What follows belongs to an exercise in optimizing a design on an open flow for small area, a short achievable clock period and few clock cycles per item; a production flow would make more cautious choices.
No functional check of the RTL was part of any run shown here.

## design/flow/design.v

```verilog
module Complex_Multiplier (
	input clk,
	input rst,
	input signed  [7:0] Re_in_1,
	input signed  [7:0] Im_in_1,
	input signed  [7:0] Re_in_2,
	input signed  [7:0] Im_in_2,
	input signed  [1:0] data_valid_in,
	output signed [15:0] Re_out,
	output signed [15:0] Im_out,
	output signed [1:0] data_valid_out
);
reg [15:0] re_q;
reg [15:0] im_q;
reg        vld_q;
wire signed [15:0] re_d = Re_in_1 * Re_in_2 - Im_in_1 * Im_in_2;
wire signed [15:0] im_d = Im_in_1 * Re_in_2 + Re_in_1 * Im_in_2;
always @(posedge clk) begin
	re_q  <= re_d;
	im_q  <= im_d;
	vld_q <= ~rst & (|data_valid_in);
end
assign Re_out = re_q;
assign Im_out = im_q;
assign data_valid_out = {1'b0, vld_q};
endmodule
```

## design/flow/config.mk

```make
export PLATFORM = sky130hd
export DESIGN_NAME = Complex_Multiplier
export DESIGN_NICKNAME = Complex_Multiplier
export VERILOG_FILES = /design/flow/design.v
export SDC_FILE = /design/flow/constraint.sdc
export NUM_CORES = 4
export LEC_CHECK = 0
export CAP_MARGIN = 20
export CORE_MARGIN = 2
export CORE_UTILIZATION = 40
export SLEW_MARGIN = 20
```

## design/flow/constraint.sdc

```tcl
create_clock -name core_clock -period 5.0 [get_ports {clk}]
set_input_delay 1.0000 -clock core_clock [delete_from_list [all_inputs] [get_ports {clk}]]
set_output_delay 1.0000 -clock core_clock [all_outputs]
set_load 0.01 [all_outputs]
```

## design/flow/run.sh

```bash
#!/bin/bash
# synth_recipe.tcl (not shown) runs the flow's synth.tcl, then flattens the netlist and writes it again
# the make line also repeats each setting of config.mk as NAME=value (left out here)
make -C /OpenROAD-flow-scripts/flow DESIGN_CONFIG=/design/flow/config.mk WORK_HOME=/design/flow/orfs CLKGATE_MAP_FILE= SYNTH_SCRIPT=/design/flow/synth_recipe.tcl finish
```

==> metrics.md, run 1 <==
| Metric | Value |
|---|---|
| Share of layout cells above drive strength 1 | 0.2865 |
| FMAX | 174.5 MHz |
| Crit path time final | 5.730 ns |
| Core Rows | 60 |
| Max FO, Critical Path | 3 |
| Initial Util | 0.4091 |
| Num CTS Buffers | 5 |
| Crit path max-delay cell type | fa_2 |
| GRT overflow | 0 |
| First-pass GRT wire length | 44930 um |
| Setup ws final | -0.7297 ns |
| # DRC | 0 |
| Netlist cell types | 41 |
| Synth Flop Type | dfxtp_1 |
| Critical path data arrival time | 5.91 ns |
| CTS tree | built |
| RSZ-0062 raised after global routing | yes |
| Placed cell count | 1693 |
| Die H | 170.3 um |
| Crit path launch type | primary input |
| Ys Warns | 1 |
| Violated checks | negative setup slack |
| Total of max-cap violations | 0 |
| I/O Buffers | 68 |
| Outcome | finished with violations |
| #FFs+latches synth | 33 |
| Setup CP Type | in -> reg |
| Mapped cell area | 0.01106 mm^2 |
| Setup TNS | -7.422 ns |
| Post-synth EDFFs | 0 |
| Final hold vios | 0 |
| Initial antenna violation count | 0 |
| Hpwl dp | 20790 um |
| Clock transition at path regs | 0.05 ns |
| Tot GR Track Use | 0.1991 |
| Final Setup Violations | 17 |
| DRT iter0 DRCs | 448 |
| Antenna-violating nets left | 0 |
| CP Data Required Time | 5.18 ns |
| Vias per cell | 4.674 |
| Critical path's top delay family | adder cells |
| Syn nets | 1586 |
| Worst-path cell chain | buf_6 -> buf_12 -> buf_12 -> buf_6 -> and2_4 -> fa_1 -> inv_2 -> fa_2 -> fa_2 -> inv_2 -> fa_2 -> fa_1 -> inv_2 -> fa_1 -> inv_2 -> ha_4 -> a21o_1 -> a21oi_2 -> o211ai_1 -> a221o_1 -> xnor2_1 |
| Number of H-tree levels | 2 |
| # diodes | 0 |
| Hold Crit Class | in -> reg |
| Top cell by count, worst path | inv_2 |
| Vias | 8282 |
| Number of global-route vias before repair | 9178 |
| CTS Root Cell | clkbuf_16 |
| Crit path buffers/inverters | 8 |
| Period utilisation layout | 1.146 |
| Syn avg cell area | 9.386 um^2 |
| Post-Route Utilization | 0.5467 |
| Core outline area | 0.02703 mm^2 |
| Commonest non-fill, non-tap cells in the layout | 296 x inv_1, 248 x fa_1, 147 x buf_4 |
| Largest net degree at the start of global routing | 13 |
| Clock Sink Count | 33 |
| CP endpoint kind | flip-flop |
| Post-synth ARST share | 0 |
| First-pass iteration count of the detailed router | 4 |
| Slowest stage delay, CP | 0.58 ns |
| Chip Width | 170.3 um |
| Layout Cells excl Fill | 1772 |
| Routed WL | 26540 um |
| RePlAce Congestion | 0.8154 |
| Area grow syn2layout | 33.63% |
| Routed wire per std cell | 14.98 um |
| CTS Hold Bufs | 0 |
| Pins Over Slew Limit | 0 |
| CTS Buffer Depth | 2 |
| Final #Nets | 1838 |
| Commonest non-fill, non-tap cell in the layout | inv_1 |
| Die Area | 0.02899 mm^2 |
| Ports | 70 |
| Syn Inst Count | 1178 |
| Seq/Total Area, Yosys | 0.05975 |
==> final timing paths <==
| kind | from | to | slack (ns) | depth (start not counted) |
|---|---|---|---|---|
| setup / recovery | Re_in_2[4] | im_q[15]$_DFF_P_ | -0.73 | 21 |
| hold / removal | rst | vld_q$_DFF_P_ | 1.23 | 2 |
==> stage by stage <==
stage,hold slack (ns),setup slack [ns],cell area (um^2)
floorplan,1.072,-0.5681,11500
global placement,1.524,-1.465,13490
detailed placement,1.522,-1.490,13490
CTS,1.216,-0.7780,14330
global route,1.226,-0.8649,14780
finish,1.228,-0.7297,14780
==> cell families (layout without fill, tap and decap cells) <==
group | after synthesis | count (layout) | synth area share
xor+xnor | 53 | 53 | 0.04198
buf+inv | 369 | 622 | 0.1259
compound gates | 53 | 53 | 0.03033
other cells | 1 | 1 | 0.0003392
flops | 33 | 33 | 0.05975
simple gates | 297 | 297 | 0.1415
fa+ha+maj | 372 | 372 | 0.6002
==> cells in the mapped netlist (5+ instances only) <==
master / instances / area share
inv_1: 333 / 0.11
fa_1: 264 / 0.48
and2_1: 148 / 0.084
ha_1: 108 / 0.12
nand2_1: 88 / 0.030
xnor2_1: 42 / 0.033
clkbuf_1: 33 / 0.011
dfxtp_1: 33 / 0.060
nor2_1: 32 / 0.011
o21ai_0: 14 / 0.0063
a21oi_1: 13 / 0.0059
xor2_1: 11 / 0.0087
nand2b_1: 10 / 0.0057
a21o_1: 6 / 0.0041
nor3_1: 6 / 0.0027
o21bai_1: 5 / 0.0034
==> state kept, by name, summed over array words and instances (netlist names) <==
register / cells
im_q: 16
vld_q: 1
re_q: 16
==> repair_timing <==
| item | in CTS | in global routing |
|---|---|---|
| cloned | 4 | 0 |
| gates resized for setup | 188 | 165 |
| setup buffers | 48 | 27 |
| pin swaps | 70 | 92 |
| setup endpoints to repair | 22 | 21 |
==> layout make-up <==
type                    instances  area (um^2)
inverters                     333         1262
repair buffers                281         2620
clock buffers                   8        136.4
multi-input cells             776         9669
fillers                      2464        12250
flip-flops and latches         33        660.6
well taps                     341        426.7
==> layer usage <==
layer	routed length, um	global-route usage	up-vias
met5	0	0	-
met3	1446	0.02953	25
met2	13020	0.3342	173
met4	385	0.04496	0
met1	11690	0.2733	4203
li1	-	-	3881
==> run 2, diff against run 1 <==
==> design/flow/design.v (replaced) <==
module Complex_Multiplier (
	input clk,
	input rst,
	input signed  [7:0] Re_in_1,
	input signed  [7:0] Im_in_1,
	input signed  [7:0] Re_in_2,
	input signed  [7:0] Im_in_2,
	input signed  [1:0] data_valid_in,
	output signed [15:0] Re_out,
	output signed [15:0] Im_out,
	output signed [1:0] data_valid_out
);
reg signed [7:0] a, b, c, d;
reg        vld_q;
always @(posedge clk) begin
	a <= Re_in_1;
	b <= Im_in_1;
	c <= Re_in_2;
	d <= Im_in_2;
	vld_q <= ~rst & (|data_valid_in);
end
assign Re_out = a * c - b * d;
assign Im_out = b * c + a * d;
assign data_valid_out = {1'b0, vld_q};
endmodule
==> run 2 against run 1 <==
Against the previous run: still fails the layout checks on negative setup slack; hold slack worse by 0.088 ns; cell count shrank 0.17%; synthesized cell count did not move; via count is 1.7% lower.
==> metrics.md, run 2 <==
| Metric | Value |
|---|---|
| Outcome | finished with violations |
| Violated checks | negative setup slack |
| Area leader, netlist | fa_1 |
| Initial Util | 0.4091 (unchanged) |
| I/O Buffers | 68 (unchanged) |
| Largest net degree at the start of global routing | 17 (+4) |
| Layout fillers | 2430 (-1.4%) |
| Antenna-violating nets left | 0 (unchanged) |
| Post-synth ARST share | 0 (unchanged) |
| #FFs+latches synth | 33 (unchanged) |
| Number of H-tree levels | 2 (unchanged) |
| Post-synth EDFFs | 0 (unchanged) |
| DRT iter0 DRCs | 278 (-38%) |
| Tot GR Track Use | 0.1881 (-0.01101) |
| CP endpoint kind | output pin |
| Post-Route Utilization | 0.5512 (+0.004444) |
| Total of max-cap violations | 0 (unchanged) |
| CTS Buffer Depth | 2 (unchanged) |
| Clock transition at path regs | 0.06 ns (about the same) |
| Synth top cells by count | 333 x inv_1, 264 x fa_1, 148 x and2_1 |
| Area contributors post-synth | fa_1 48%, ha_1 12%, inv_1 11% |
| Synth Flop Type | dfxtp_1 |
| Final #Nets | 1835 (-0.16%) |
| Vias per cell | 4.602 (-1.5%) |
| Mapped cell area | 0.01106 mm^2 (unchanged) |
| Critical path origin | b[5]$_DFF_P_ |
| Footprint of the multi-input gates | 0.009861 mm^2 (+2.0%) |
| Commonest non-fill, non-tap cells in the layout | 289 x inv_1, 246 x fa_1, 153 x buf_4 |
| Count leader, synth | inv_1 |
| HP Start | Re_in_1[2] |
| RSZ-0062 raised after global routing | yes |
| Routed wire per std cell | 14.26 um (-4.8%) |
| # diodes | 0 (unchanged) |
| Yosys top cell area share | 0.4780 (unchanged) |
| RePlAce Congestion | 0.8151 (about the same) |
| Setup CP Type | reg -> out |
| Ports | 70 (unchanged) |
| Commonest non-fill, non-tap cell in the layout | inv_1 |
| Chip Width | 170.3 um (unchanged) |
| Crit path time final | 6.528 ns (+0.7981 ns) |
| Share of layout cells above drive strength 1 | 0.3137 (+0.02721) |
| Num CTS Buffers | 5 (unchanged) |
| GRT overflow | 0 (unchanged) |
| Setup ws final | -1.528 ns (-0.7981 ns) |
| FMAX | 153.2 MHz (-12%) |
| Final hold vios | 0 (unchanged) |
| Die H | 170.3 um (unchanged) |
| Syn nets | 1586 (unchanged) |
| CTS Root Cell | clkbuf_16 |
| First-pass GRT wire length | 43480 um (-3.2%) |
| Syn avg cell area | 9.386 um^2 (unchanged) |
| Core outline area | 0.02703 mm^2 (unchanged) |
| CP Data Required Time | 4.00 ns (-1.18 ns) |
| Register area | 747.0 um^2 (+13%) |
| Core Rows | 60 (unchanged) |
| Pins Over Slew Limit | 0 (unchanged) |
| Hold Crit Class | in -> reg |
| Crit path launch type | flip-flop |
| Die Area | 0.02899 mm^2 (unchanged) |
| Clock Sink Count | 33 (unchanged) |
| Number of global-route vias before repair | 8935 (-2.6%) |
| Routed WL | 25220 um (-5.0%) |
| Final Setup Violations | 25 (+8) |
| Syn Inst Count | 1178 (unchanged) |
| Period utilisation layout | 1.306 (+0.1596) |
| CTS tree | built |
| Netlist cell types | 41 (unchanged) |
| Ys Warns | 1 (unchanged) |
| First-pass iteration count of the detailed router | 4 (unchanged) |
| Critical path data arrival time | 5.53 ns (-0.38 ns) |
| Hpwl dp | 20430 um (-1.7%) |
| Initial antenna violation count | 0 (unchanged) |
| Seq/Total Area, Yosys | 0.05975 (unchanged) |
| Area grow syn2layout | 34.72% |
| Max FO, Critical Path | 3 (unchanged) |
| # DRC | 0 (unchanged) |
| Vias | 8141 (-1.7%) |
[run 2: cell count changes in the layout (fill, tap and decap cells not counted), sizes merged]
cell / previous run / this run
bufbuf: 1 / 0
clkdlybuf4s15: 1 / 0
clkbuf: 15 / 7
clkinvlp: 2 / 0
clkdlybuf4s50: 37 / 42
clkinv: 0 / 2
inv: 331 / 333
[run 2: stage by stage]
stage               instances  worst slack (ns)  TNS, ns  hold slack, ns  instance area [um^2]
CTS                      1750            -1.493   -24.14           1.139                 14450
floorplan                1178           -0.8799   -10.54           1.028                 11650
detailed placement       1706            -1.651   -29.20           1.449                 13590
global route             1769            -1.693   -28.52           1.142                 14900
finish                   1769            -1.528   -24.24           1.140                 14900
global placement         1706            -1.638   -28.68           1.446                 13590
[run 2: cell families (layout without fill, tap and decap cells)]
group	after synthesis	count (layout)	share of synthesized area
DFF	33	33	0.05975
xor gates and xnor gates	53	53	0.04198
adders and majority gates	372	372	0.6002
and+or+nand+nor	297	297	0.1415
other	1	1	0.0003392
AOI/OAI and AO/OA	53	53	0.03033
buffers and inverters	369	619	0.1259
[run 2: worst max-delay path, cell delays in order (launching register included)]
cell      delay, ns
dfxtp_4        0.36
and2_4         0.16
fa_1           0.54
inv_2          0.04
fa_1           0.53
inv_1          0.05
fa_1           0.54
fa_2           0.44
fa_1           0.48
inv_1          0.05
fa_1           0.48
inv_2          0.04
ha_4           0.16
nor2_2         0.07
o211ai_1       0.16
a21oi_2        0.28
o211ai_1       0.16
a221o_1        0.40
xnor2_2        0.14
buf_2          0.13
[run 2: area by class of cell]
| type | instances | area share |
|---|---|---|
| Tap cell | 341 | 0.02864 |
| Sequential cell | 33 | 0.05015 |
| Inverter | 333 | 0.08459 |
| Clock inverter | 2 | 0.0006720 |
| Clock buffer | 6 | 0.008652 |
| Multi-Input combinational cell | 776 | 0.6620 |
| Timing Repair Buffer | 278 | 0.1653 |
[run 2: final timing paths]
| kind | end | slack, ns | cells after the start |
|---|---|---|---|
| worst max-delay path | Im_out[15] | -1.53 | 19 |
| worst min-delay path | a[2]$_DFF_P_ | 1.14 | 1 |
[run 2: timing repair]
action / 4_1_cts / 5_1_grt
pin swaps: 81 / 65
setup buffers: 38 / 22
resized for setup: 253 / 84
endpoints found under the setup margin: 26 / 26
cloned: 0 / 1
hold buffers: 0 / 0
[run 2: metal layers]
metal | GRT usage | up-vias | routed length (um)
li1 | - | 3877 | -
met1 | 0.2713 | 4128 | 11730
met2 | 0.3190 | 125 | 12500
met3 | 0.02186 | 11 | 880
met4 | 0.01301 | 0 | 116
met5 | 0 | - | 0

-- afterwards: timing with drivers on the ports --
How much do the figures lean on ideal ports? The routed layouts below were timed once more, with nothing changed but the port constraints.
Step 1: set_driving_cell puts a clkbuf_16 on clk and a buf_2 on each other input, an assumption about the parent block.
Step 2 also shifts input and output timing later by t, the mid clock arrival at the registers, as if the neighbouring blocks saw the same clock.
Three values: no drivers, after step 1, after step 2; two values: the first two.
| run | t, ns | setup WS [ns] | clock arrival spread, ns | worst slew at a driven data input, ns |
|---|---|---|---|---|
| run 1 | 0.339 | -0.730 / -0.715 / -1.054 | 0.006 / 0.006 | 0.06 |
| run 2 | 0.326 | -1.528 / -1.566 / -1.240 | 0.010 / 0.010 | 0.04 |
For run 1, which loses most, drivers alone change the setup slack by +0.015 ns; drivers and shift together by -0.324 ns.
